This design comes from an exercise in tuning for small area and a short achievable clock period on the open sky130 flow, not from production work.
Only simulation tests tie the RTL to the original design; equivalence was not proved.

==> job 6637: inputs <==
// cpu_cpu
module cpu_cpu(clk, reset, code, out);
    input clk, reset;
    input  [255:0] code;
    output reg [7:0] out;
    reg [7:0] pc;
    reg [7:0] regs [0:7];
    reg [1:0] cmp_state;
    wire [15:0] inst;
    cpu_decoder decoder(.code(code), .pc(pc), .inst(inst));
    wire [4:0] op    = inst[4:0];
    wire [2:0] ra    = inst[7:5];
    wire [2:0] rb    = inst[10:8];
    wire [7:0] imm_i = inst[15:8];
    wire [7:0] imm_j = inst[12:5];
    wire [7:0] ra_oh = 8'b1 << ra;
    wire [7:0] rb_oh = 8'b1 << rb;
    wire [63:0] rflat = {regs[7], regs[6], regs[5], regs[4],
                         regs[3], regs[2], regs[1], regs[0]};
    wire [7:0] a, b;
    cpu_rdport rda(.regs(rflat), .sel(ra_oh), .q(a));
    cpu_rdport rdb(.regs(rflat), .sel(rb_oh), .q(b));
    wire en_b, inv, cin, wr, is_out, is_sub;
    wire [5:0] s_res;
    wire [2:0] s_pc;
    wire [7:0] seq;
    cpu_ctrl ctrl(.op(op), .reset(reset), .cmp_state(cmp_state), .pc(pc),
                  .en_b(en_b), .inv(inv), .cin(cin), .s_res(s_res), .wr(wr),
                  .s_pc(s_pc), .is_out(is_out), .is_sub(is_sub), .seq(seq));
    wire [7:0] sum, g, p, prod, quo, res, pc_next;
    wire lt, eq;
    cpu_adder adder(.a(a), .b(b), .en_b(en_b), .inv(inv), .cin(cin), .sum(sum), .g(g), .p(p));
    cpu_cmp cmp(.a(a), .d(sum), .b(b), .same(ra == rb), .lt(lt), .eq(eq));
    cpu_mul mul(.a(a), .b(b), .p(prod));
    cpu_div div(.a(a), .b(b), .quo(quo));
    genvar j;
    generate
        for (j = 0; j < 8; j = j + 1) begin : g_res
            cpu_sel6 ur(.d({sum[j], p[j], g[j], imm_i[j], quo[j], prod[j]}), .s(s_res), .y(res[j]));
            cpu_sel3 up(.d({seq[j], imm_j[j], a[j]}), .s(s_pc), .y(pc_next[j]));
        end
    endgenerate
    integer k;
  ...
==> module cpu_div, before the edit <==
module cpu_div(a, b, quo);
    input  [7:0] a, b;
    output [7:0] quo;
    wire [9:0] b1 = {2'b0, b};
    wire [9:0] b2 = {1'b0, b, 1'b0};
    wire [9:0] b3 = b1 + b2;
    wire [9:0] nb1 = ~b1, nb2 = ~b2;
    reg [3:0] t3w4;
    always @* begin
        case (b[2:0])
            3'd0: t3w4 = 4'd0;
            3'd1: t3w4 = 4'd3;
            3'd2: t3w4 = 4'd6;
            3'd3: t3w4 = 4'd9;
            3'd4: t3w4 = 4'd12;
            3'd5: t3w4 = 4'd15;
            3'd6: t3w4 = 4'd2;
            3'd7: t3w4 = 4'd5;
            default: t3w4 = 4'd0;
        endcase
    end
    reg [5:0] t3w6;
    always @* begin
        case (b[4:0])
            5'd0: t3w6 = 6'd0;
            5'd1: t3w6 = 6'd3;
            5'd2: t3w6 = 6'd6;
            5'd3: t3w6 = 6'd9;
            5'd4: t3w6 = 6'd12;
            5'd5: t3w6 = 6'd15;
            5'd6: t3w6 = 6'd18;
            5'd7: t3w6 = 6'd21;
            5'd8: t3w6 = 6'd24;
            5'd9: t3w6 = 6'd27;
            5'd10: t3w6 = 6'd30;
            5'd11: t3w6 = 6'd33;
            5'd12: t3w6 = 6'd36;
            5'd13: t3w6 = 6'd39;
            5'd14: t3w6 = 6'd42;
            5'd15: t3w6 = 6'd45;
            5'd16: t3w6 = 6'd48;
            5'd17: t3w6 = 6'd51;
            5'd18: t3w6 = 6'd54;
            5'd19: t3w6 = 6'd57;
            5'd20: t3w6 = 6'd60;
            5'd21: t3w6 = 6'd63;
            5'd22: t3w6 = 6'd2;
            5'd23: t3w6 = 6'd5;
            5'd24: t3w6 = 6'd8;
            5'd25: t3w6 = 6'd11;
            5'd26: t3w6 = 6'd14;
            5'd27: t3w6 = 6'd17;
            5'd28: t3w6 = 6'd20;
            5'd29: t3w6 = 6'd23;
            5'd30: t3w6 = 6'd26;
            5'd31: t3w6 = 6'd29;
            default: t3w6 = 6'd0;
        endcase
    end
    wire [9:0] nb3 = ~b3;
    wire [3:0] hz1 = {1'b1, b[7:6] == 0, b[7:4] == 0, b[7:2] == 0};
    wire [3:0] hz2 = {~b[7], b[7:5] == 0, b[7:3] == 0, b[7:1] == 0};
    wire [3:0] hz3 = {b <= 8'd85, b <= 8'd21, b <= 8'd5, b <= 8'd1};
    wire [7:0] rem [0:4];
    assign rem[4] = 8'b0;
    genvar s;
    generate
        for (s = 3; s >= 0; s = s - 1) begin : gs
            localparam W = 8 - 2 * s;
            wire [W-1:0] x;
            if (W == 2) begin : gx2
                assign x = a[2*s +: 2];
            end else begin : gxn
                assign x = {rem[s + 1][W-3:0], a[2*s +: 2]};
            end
            wire [W-1:0] m3;
            if (W == 2) begin : gm2
                assign m3 = {b[0], b[0]};
            end else if (W == 4) begin : gm4
                assign m3 = t3w4;
            end else if (W == 6) begin : gm6
                assign m3 = t3w6;
            end else begin : gm8
                assign m3 = b3[W-1:0];
            end
            wire [W:0] d1, d2, d3;
            wire ge1, ge2, ge3;
            if (W == 8) begin : gc
                wire [W:0] w1, w2, w3;
                assign w1[0] = 1'b0;
                assign w2[0] = 1'b0;
                assign w3[0] = 1'b0;
                genvar i;
                for (i = 0; i < W; i = i + 1) begin : gw
                    assign w1[i+1] = (~x[i] & b1[i]) | ((~x[i] | b1[i]) & w1[i]);
                    assign w2[i+1] = (~x[i] & b2[i]) | ((~x[i] | b2[i]) & w2[i]);
                    assign w3[i+1] = (~x[i] & b3[i]) | ((~x[i] | b3[i]) & w3[i]);
                end
                assign d1 = {W+1{1'b0}};
                assign d2 = {W+1{1'b0}};
                assign d3 = {W+1{1'b0}};
                assign ge1 = hz1[3-s] & ~w1[W];
                assign ge2 = hz2[3-s] & ~w2[W];
                assign ge3 = hz3[3-s] & ~w3[W];
            end else begin : gs
                assign d1 = {1'b0, x} + {1'b1, nb1[W-1:0]} + 1'b1;
                assign d2 = {1'b0, x} + {1'b1, nb2[W-1:0]} + 1'b1;
                assign d3 = {1'b0, x} + {1'b1, ~m3} + 1'b1;
                assign ge1 = hz1[3-s] & ~d1[W];
                assign ge2 = hz2[3-s] & ~d2[W];
                assign ge3 = hz3[3-s] & ~d3[W];
            end
            assign quo[2*s+1] = ge2;
            assign quo[2*s]   = ge3 | (ge1 & ~ge2);
            wire [W-1:0] r = ({W{ge3}} & d3[W-1:0]) | ({W{ge2 & ~ge3}} & d2[W-1:0]) |
                             ({W{ge1 & ~ge2}} & d1[W-1:0]) | ({W{~ge1}} & x);
            if (W == 8) begin : gr8
                assign rem[s] = r;
            end else begin : grn
                assign rem[s] = {{(8-W){1'b0}}, r};
            end
        end
    endgenerate
endmodule
==> module cpu_sel8, before the edit <==
module cpu_sel8(d, s, y);
    input [7:0] d, s;
    output y;
    assign y = |(d & s);
endmodule
==> module cpu_sel7, before the edit <==
module cpu_sel7(d, s, y);
    input [6:0] d, s;
    output y;
    assign y = |(d & s);
endmodule
clock: 22.0 ns
lec_check: 0
cap_margin: 20
core_margin: 2
core_utilization: 50
cts_buf_list: sky130_fd_sc_hd__clkbuf_8
slew_margin: 20
synth_hierarchical: 1
synth_minimum_keep_size: 0
standard.sh (not shown) runs the stock make flow with config.mk's settings and CLKGATE_MAP_FILE= SYNTH_SCRIPT=/design/flow/synth_recipe.tcl, a recipe that flattens the netlist after the stock synthesis.
==> flow/flow/run.sh <==
#!/bin/bash
# Standard layout, with the smallest buffer on the ports and timing repair
# aiming 8.5 ns past the clock period.
set -euo pipefail
bash standard.sh "BUFFER_PORTS_ARGS=-buffer_cell sky130_fd_sc_hd__buf_1" SETUP_SLACK_MARGIN=8.5 finish > make_finish.log 2>&1
==> job 4888 (differences from job 6637) <==
--- a/flow/design.v
+++ b/flow/design.v
@@ -62,58 +62,5 @@
     wire [9:0] b2 = {1'b0, b, 1'b0};
     wire [9:0] b3 = b1 + b2;
-    wire [9:0] nb1 = ~b1, nb2 = ~b2;
-    reg [3:0] t3w4;
-    always @* begin
-        case (b[2:0])
-            3'd0: t3w4 = 4'd0;
-            3'd1: t3w4 = 4'd3;
-            3'd2: t3w4 = 4'd6;
-            3'd3: t3w4 = 4'd9;
-            3'd4: t3w4 = 4'd12;
-            3'd5: t3w4 = 4'd15;
-            3'd6: t3w4 = 4'd2;
-            3'd7: t3w4 = 4'd5;
-            default: t3w4 = 4'd0;
-        endcase
-    end
-    reg [5:0] t3w6;
-    always @* begin
-        case (b[4:0])
-            5'd0: t3w6 = 6'd0;
-            5'd1: t3w6 = 6'd3;
-            5'd2: t3w6 = 6'd6;
-            5'd3: t3w6 = 6'd9;
-            5'd4: t3w6 = 6'd12;
-            5'd5: t3w6 = 6'd15;
-            5'd6: t3w6 = 6'd18;
-            5'd7: t3w6 = 6'd21;
-            5'd8: t3w6 = 6'd24;
-            5'd9: t3w6 = 6'd27;
-            5'd10: t3w6 = 6'd30;
-            5'd11: t3w6 = 6'd33;
-            5'd12: t3w6 = 6'd36;
-            5'd13: t3w6 = 6'd39;
-            5'd14: t3w6 = 6'd42;
-            5'd15: t3w6 = 6'd45;
-            5'd16: t3w6 = 6'd48;
-            5'd17: t3w6 = 6'd51;
-            5'd18: t3w6 = 6'd54;
-            5'd19: t3w6 = 6'd57;
-            5'd20: t3w6 = 6'd60;
-            5'd21: t3w6 = 6'd63;
-            5'd22: t3w6 = 6'd2;
-            5'd23: t3w6 = 6'd5;
-            5'd24: t3w6 = 6'd8;
-            5'd25: t3w6 = 6'd11;
-            5'd26: t3w6 = 6'd14;
-            5'd27: t3w6 = 6'd17;
-            5'd28: t3w6 = 6'd20;
-            5'd29: t3w6 = 6'd23;
-            5'd30: t3w6 = 6'd26;
-            5'd31: t3w6 = 6'd29;
-            default: t3w6 = 6'd0;
-        endcase
-    end
-    wire [9:0] nb3 = ~b3;
+    wire [9:0] nb1 = ~b1, nb2 = ~b2, nb3 = ~b3;
     wire [3:0] hz1 = {1'b1, b[7:6] == 0, b[7:4] == 0, b[7:2] == 0};
     wire [3:0] hz2 = {~b[7], b[7:5] == 0, b[7:3] == 0, b[7:1] == 0};
@@ -131,14 +78,4 @@
                 assign x = {rem[s + 1][W-3:0], a[2*s +: 2]};
             end
-            wire [W-1:0] m3;
-            if (W == 2) begin : gm2
-                assign m3 = {b[0], b[0]};
-            end else if (W == 4) begin : gm4
-                assign m3 = t3w4;
-            end else if (W == 6) begin : gm6
-                assign m3 = t3w6;
-            end else begin : gm8
-                assign m3 = b3[W-1:0];
-            end
             wire [W:0] d1, d2, d3;
             wire ge1, ge2, ge3;
@@ -163,5 +100,5 @@
                 assign d1 = {1'b0, x} + {1'b1, nb1[W-1:0]} + 1'b1;
                 assign d2 = {1'b0, x} + {1'b1, nb2[W-1:0]} + 1'b1;
-                assign d3 = {1'b0, x} + {1'b1, ~m3} + 1'b1;
+                assign d3 = {1'b0, x} + {1'b1, nb3[W-1:0]} + 1'b1;
                 assign ge1 = hz1[3-s] & ~d1[W];
                 assign ge2 = hz2[3-s] & ~d2[W];
==> flow/flow/run.sh (replaced) <==
#!/bin/bash
# Standard layout, with the smallest buffer on the ports and timing repair
# aiming 10 ns past the clock period.
set -euo pipefail
bash standard.sh "BUFFER_PORTS_ARGS=-buffer_cell sky130_fd_sc_hd__buf_1" SETUP_SLACK_MARGIN=10 finish > make_finish.log 2>&1
==> job 5894 (differences from job 6637) <==
--- a/flow/design.v
+++ b/flow/design.v
@@ -4,13 +4,29 @@
     assign y = ~((a0 & s0) | (a1 & s1) | (a2 & s2));
 endmodule
+module cpu_sel8_tail(d6, s6, d7, s7, n0, n1, y);
+    input d6, s6, d7, s7, n0, n1;
+    output y;
+    assign y = ~(n0 & n1 & ~((d6 & s6) | (d7 & s7)));
+endmodule
+module cpu_sel7_tail(d6, s6, n0, n1, y);
+    input d6, s6, n0, n1;
+    output y;
+    assign y = ~(n0 & n1 & ~(d6 & s6));
+endmodule
 module cpu_sel8(d, s, y);
     input [7:0] d, s;
     output y;
-    assign y = |(d & s);
+    wire n0, n1;
+    cpu_aoi222    u0(d[0], s[0], d[1], s[1], d[2], s[2], n0);
+    cpu_aoi222    u1(d[3], s[3], d[4], s[4], d[5], s[5], n1);
+    cpu_sel8_tail u2(d[6], s[6], d[7], s[7], n0, n1, y);
 endmodule
 module cpu_sel7(d, s, y);
     input [6:0] d, s;
     output y;
-    assign y = |(d & s);
+    wire n0, n1;
+    cpu_aoi222    u0(d[0], s[0], d[1], s[1], d[2], s[2], n0);
+    cpu_aoi222    u1(d[3], s[3], d[4], s[4], d[5], s[5], n1);
+    cpu_sel7_tail u2(d[6], s[6], n0, n1, y);
 endmodule
 module cpu_sel4(d, s, y);
@@ -62,58 +78,5 @@
     wire [9:0] b2 = {1'b0, b, 1'b0};
     wire [9:0] b3 = b1 + b2;
-    wire [9:0] nb1 = ~b1, nb2 = ~b2;
-    reg [3:0] t3w4;
-    always @* begin
-        case (b[2:0])
-            3'd0: t3w4 = 4'd0;
-            3'd1: t3w4 = 4'd3;
-            3'd2: t3w4 = 4'd6;
-            3'd3: t3w4 = 4'd9;
-            3'd4: t3w4 = 4'd12;
-            3'd5: t3w4 = 4'd15;
-            3'd6: t3w4 = 4'd2;
-            3'd7: t3w4 = 4'd5;
-            default: t3w4 = 4'd0;
-        endcase
-    end
-    reg [5:0] t3w6;
-    always @* begin
-        case (b[4:0])
-            5'd0: t3w6 = 6'd0;
-            5'd1: t3w6 = 6'd3;
-            5'd2: t3w6 = 6'd6;
-            5'd3: t3w6 = 6'd9;
-            5'd4: t3w6 = 6'd12;
-            5'd5: t3w6 = 6'd15;
-            5'd6: t3w6 = 6'd18;
-            5'd7: t3w6 = 6'd21;
-            5'd8: t3w6 = 6'd24;
-            5'd9: t3w6 = 6'd27;
-            5'd10: t3w6 = 6'd30;
-            5'd11: t3w6 = 6'd33;
-            5'd12: t3w6 = 6'd36;
-            5'd13: t3w6 = 6'd39;
-            5'd14: t3w6 = 6'd42;
-            5'd15: t3w6 = 6'd45;
-            5'd16: t3w6 = 6'd48;
-            5'd17: t3w6 = 6'd51;
-            5'd18: t3w6 = 6'd54;
-            5'd19: t3w6 = 6'd57;
-            5'd20: t3w6 = 6'd60;
-            5'd21: t3w6 = 6'd63;
-            5'd22: t3w6 = 6'd2;
-            5'd23: t3w6 = 6'd5;
-            5'd24: t3w6 = 6'd8;
-            5'd25: t3w6 = 6'd11;
-            5'd26: t3w6 = 6'd14;
-            5'd27: t3w6 = 6'd17;
-            5'd28: t3w6 = 6'd20;
-            5'd29: t3w6 = 6'd23;
-            5'd30: t3w6 = 6'd26;
-            5'd31: t3w6 = 6'd29;
-            default: t3w6 = 6'd0;
-        endcase
-    end
-    wire [9:0] nb3 = ~b3;
+    wire [9:0] nb1 = ~b1, nb2 = ~b2, nb3 = ~b3;
     wire [3:0] hz1 = {1'b1, b[7:6] == 0, b[7:4] == 0, b[7:2] == 0};
     wire [3:0] hz2 = {~b[7], b[7:5] == 0, b[7:3] == 0, b[7:1] == 0};
@@ -131,14 +94,4 @@
                 assign x = {rem[s + 1][W-3:0], a[2*s +: 2]};
             end
-            wire [W-1:0] m3;
-            if (W == 2) begin : gm2
-                assign m3 = {b[0], b[0]};
-            end else if (W == 4) begin : gm4
-                assign m3 = t3w4;
-            end else if (W == 6) begin : gm6
-                assign m3 = t3w6;
-            end else begin : gm8
-                assign m3 = b3[W-1:0];
-            end
             wire [W:0] d1, d2, d3;
             wire ge1, ge2, ge3;
@@ -163,5 +116,5 @@
                 assign d1 = {1'b0, x} + {1'b1, nb1[W-1:0]} + 1'b1;
                 assign d2 = {1'b0, x} + {1'b1, nb2[W-1:0]} + 1'b1;
-                assign d3 = {1'b0, x} + {1'b1, ~m3} + 1'b1;
+                assign d3 = {1'b0, x} + {1'b1, nb3[W-1:0]} + 1'b1;
                 assign ge1 = hz1[3-s] & ~d1[W];
                 assign ge2 = hz2[3-s] & ~d2[W];
==> flow/flow/run.sh (replaced) <==
#!/bin/bash
# Standard layout, with the smallest buffer on the ports and timing repair
# aiming 7 ns past the clock period.
set -euo pipefail
bash standard.sh "BUFFER_PORTS_ARGS=-buffer_cell sky130_fd_sc_hd__buf_1" SETUP_SLACK_MARGIN=7 finish > make_finish.log 2>&1
==> job 6135 (differences from job 6637) <==
--- a/flow/design.v
+++ b/flow/design.v
@@ -62,58 +62,5 @@
     wire [9:0] b2 = {1'b0, b, 1'b0};
     wire [9:0] b3 = b1 + b2;
-    wire [9:0] nb1 = ~b1, nb2 = ~b2;
-    reg [3:0] t3w4;
-    always @* begin
-        case (b[2:0])
-            3'd0: t3w4 = 4'd0;
-            3'd1: t3w4 = 4'd3;
-            3'd2: t3w4 = 4'd6;
-            3'd3: t3w4 = 4'd9;
-            3'd4: t3w4 = 4'd12;
-            3'd5: t3w4 = 4'd15;
-            3'd6: t3w4 = 4'd2;
-            3'd7: t3w4 = 4'd5;
-            default: t3w4 = 4'd0;
-        endcase
-    end
-    reg [5:0] t3w6;
-    always @* begin
-        case (b[4:0])
-            5'd0: t3w6 = 6'd0;
-            5'd1: t3w6 = 6'd3;
-            5'd2: t3w6 = 6'd6;
-            5'd3: t3w6 = 6'd9;
-            5'd4: t3w6 = 6'd12;
-            5'd5: t3w6 = 6'd15;
-            5'd6: t3w6 = 6'd18;
-            5'd7: t3w6 = 6'd21;
-            5'd8: t3w6 = 6'd24;
-            5'd9: t3w6 = 6'd27;
-            5'd10: t3w6 = 6'd30;
-            5'd11: t3w6 = 6'd33;
-            5'd12: t3w6 = 6'd36;
-            5'd13: t3w6 = 6'd39;
-            5'd14: t3w6 = 6'd42;
-            5'd15: t3w6 = 6'd45;
-            5'd16: t3w6 = 6'd48;
-            5'd17: t3w6 = 6'd51;
-            5'd18: t3w6 = 6'd54;
-            5'd19: t3w6 = 6'd57;
-            5'd20: t3w6 = 6'd60;
-            5'd21: t3w6 = 6'd63;
-            5'd22: t3w6 = 6'd2;
-            5'd23: t3w6 = 6'd5;
-            5'd24: t3w6 = 6'd8;
-            5'd25: t3w6 = 6'd11;
-            5'd26: t3w6 = 6'd14;
-            5'd27: t3w6 = 6'd17;
-            5'd28: t3w6 = 6'd20;
-            5'd29: t3w6 = 6'd23;
-            5'd30: t3w6 = 6'd26;
-            5'd31: t3w6 = 6'd29;
-            default: t3w6 = 6'd0;
-        endcase
-    end
-    wire [9:0] nb3 = ~b3;
+    wire [9:0] nb1 = ~b1, nb2 = ~b2, nb3 = ~b3;
     wire [3:0] hz1 = {1'b1, b[7:6] == 0, b[7:4] == 0, b[7:2] == 0};
     wire [3:0] hz2 = {~b[7], b[7:5] == 0, b[7:3] == 0, b[7:1] == 0};
@@ -131,14 +78,4 @@
                 assign x = {rem[s + 1][W-3:0], a[2*s +: 2]};
             end
-            wire [W-1:0] m3;
-            if (W == 2) begin : gm2
-                assign m3 = {b[0], b[0]};
-            end else if (W == 4) begin : gm4
-                assign m3 = t3w4;
-            end else if (W == 6) begin : gm6
-                assign m3 = t3w6;
-            end else begin : gm8
-                assign m3 = b3[W-1:0];
-            end
             wire [W:0] d1, d2, d3;
             wire ge1, ge2, ge3;
@@ -163,5 +100,5 @@
                 assign d1 = {1'b0, x} + {1'b1, nb1[W-1:0]} + 1'b1;
                 assign d2 = {1'b0, x} + {1'b1, nb2[W-1:0]} + 1'b1;
-                assign d3 = {1'b0, x} + {1'b1, ~m3} + 1'b1;
+                assign d3 = {1'b0, x} + {1'b1, nb3[W-1:0]} + 1'b1;
                 assign ge1 = hz1[3-s] & ~d1[W];
                 assign ge2 = hz2[3-s] & ~d2[W];
- CORE_UTILIZATION: 50 -> 45
==> comparison table <==
quantity                                             job 6637                job 4888                  job 6135                   job 5894
Worst clock skew                                    0.0109 ns               0.0158 ns                 0.0134 ns                  0.0118 ns
Most frequent cell on the critical path                     -  sky130_fd_sc_hd__buf_4  sky130_fd_sc_hd__nand4_1  sky130_fd_sc_hd__a222oi_1
Global Route met3 Usage                                 6.07%                   6.37%                     3.47%                      3.13%
Pre-CTS setup slack                                   7.34 ns                 8.16 ns                   6.83 ns                    7.17 ns
Worst Setup EP                                     regs[6][0]              regs[6][0]                regs[3][0]                 regs[5][0]
Multi-input logic portion of the cell area              63.1%                   60.0%                     62.4%                      64.1%
Highest clock rate                                   76.6 MHz                78.7 MHz                  76.9 MHz                   69.8 MHz
Post-route standard cell area excluding fillers    13,000 um2              14,500 um2                13,100 um2                 12,100 um2
Mux cell area share after synthesis                    0.281%                  0.106%                    0.106%                     0.397%
Sequential cell area fraction in the yosys report       22.3%                   22.5%                     22.5%                      22.9%
Via Count                                              12,233                  13,318                    12,435                     11,876
Cell count of the worst reg-to-reg path                    40                      42                        40                         36
Largest stage delay on the critical path              0.47 ns                 0.40 ns                   0.46 ns                    0.54 ns
Site row count                                             53                      53                        56                         52
DR iter-0 viols                                         1,396                   1,824                     1,629                      2,150
Data arrival at the endpoint of the critical path    13.12 ns                12.78 ns                  13.10 ns                   14.40 ns
Adder-Cell Fraction of Synth Area                       14.9%                   14.6%                     14.6%                      14.6%
Outcome                              timing/DRC/antenna clean  timing/DRC/antenna clean  timing/DRC/antenna clean   timing/DRC/antenna clean

## port drivers added, routing unchanged
How much do the figures lean on ideal ports? The routed layouts below were timed once more, with nothing changed but the port constraints. Step 1, drivers: a clkbuf_16 drives clk and a buf_2 each remaining input, both assumed. Step 2, shift: input delay + t, output delay - t, t = (earliest + latest rising clock arrival at the registers) / 2. This alone moves slack from input paths to output paths. Three values: ideal ports, drivers, drivers and shift; two values: the first two.
run	t, ns	slack for setup (ns)	hold slack, ns	worst register clock-pin slew, ns
job 6637	0.395	8.941 / 8.940 / 8.545	0.740 / 0.740 / 0.740	0.10 / 0.10
job 4888	0.396	9.287 / 9.299 / 8.903	0.733 / 0.733 / 0.733	0.10 / 0.10
job 5894	0.401	7.664 / 7.679 / 7.278	0.712 / 0.712 / 0.712	0.09 / 0.09
job 6135	0.403	8.988 / 8.991 / 8.588	0.720 / 0.720 / 0.720	0.10 / 0.10
After both steps setup and hold are still met in every run listed. For job 6135, which loses most, drivers alone change the setup slack by +0.003 ns; drivers and shift together by -0.400 ns.
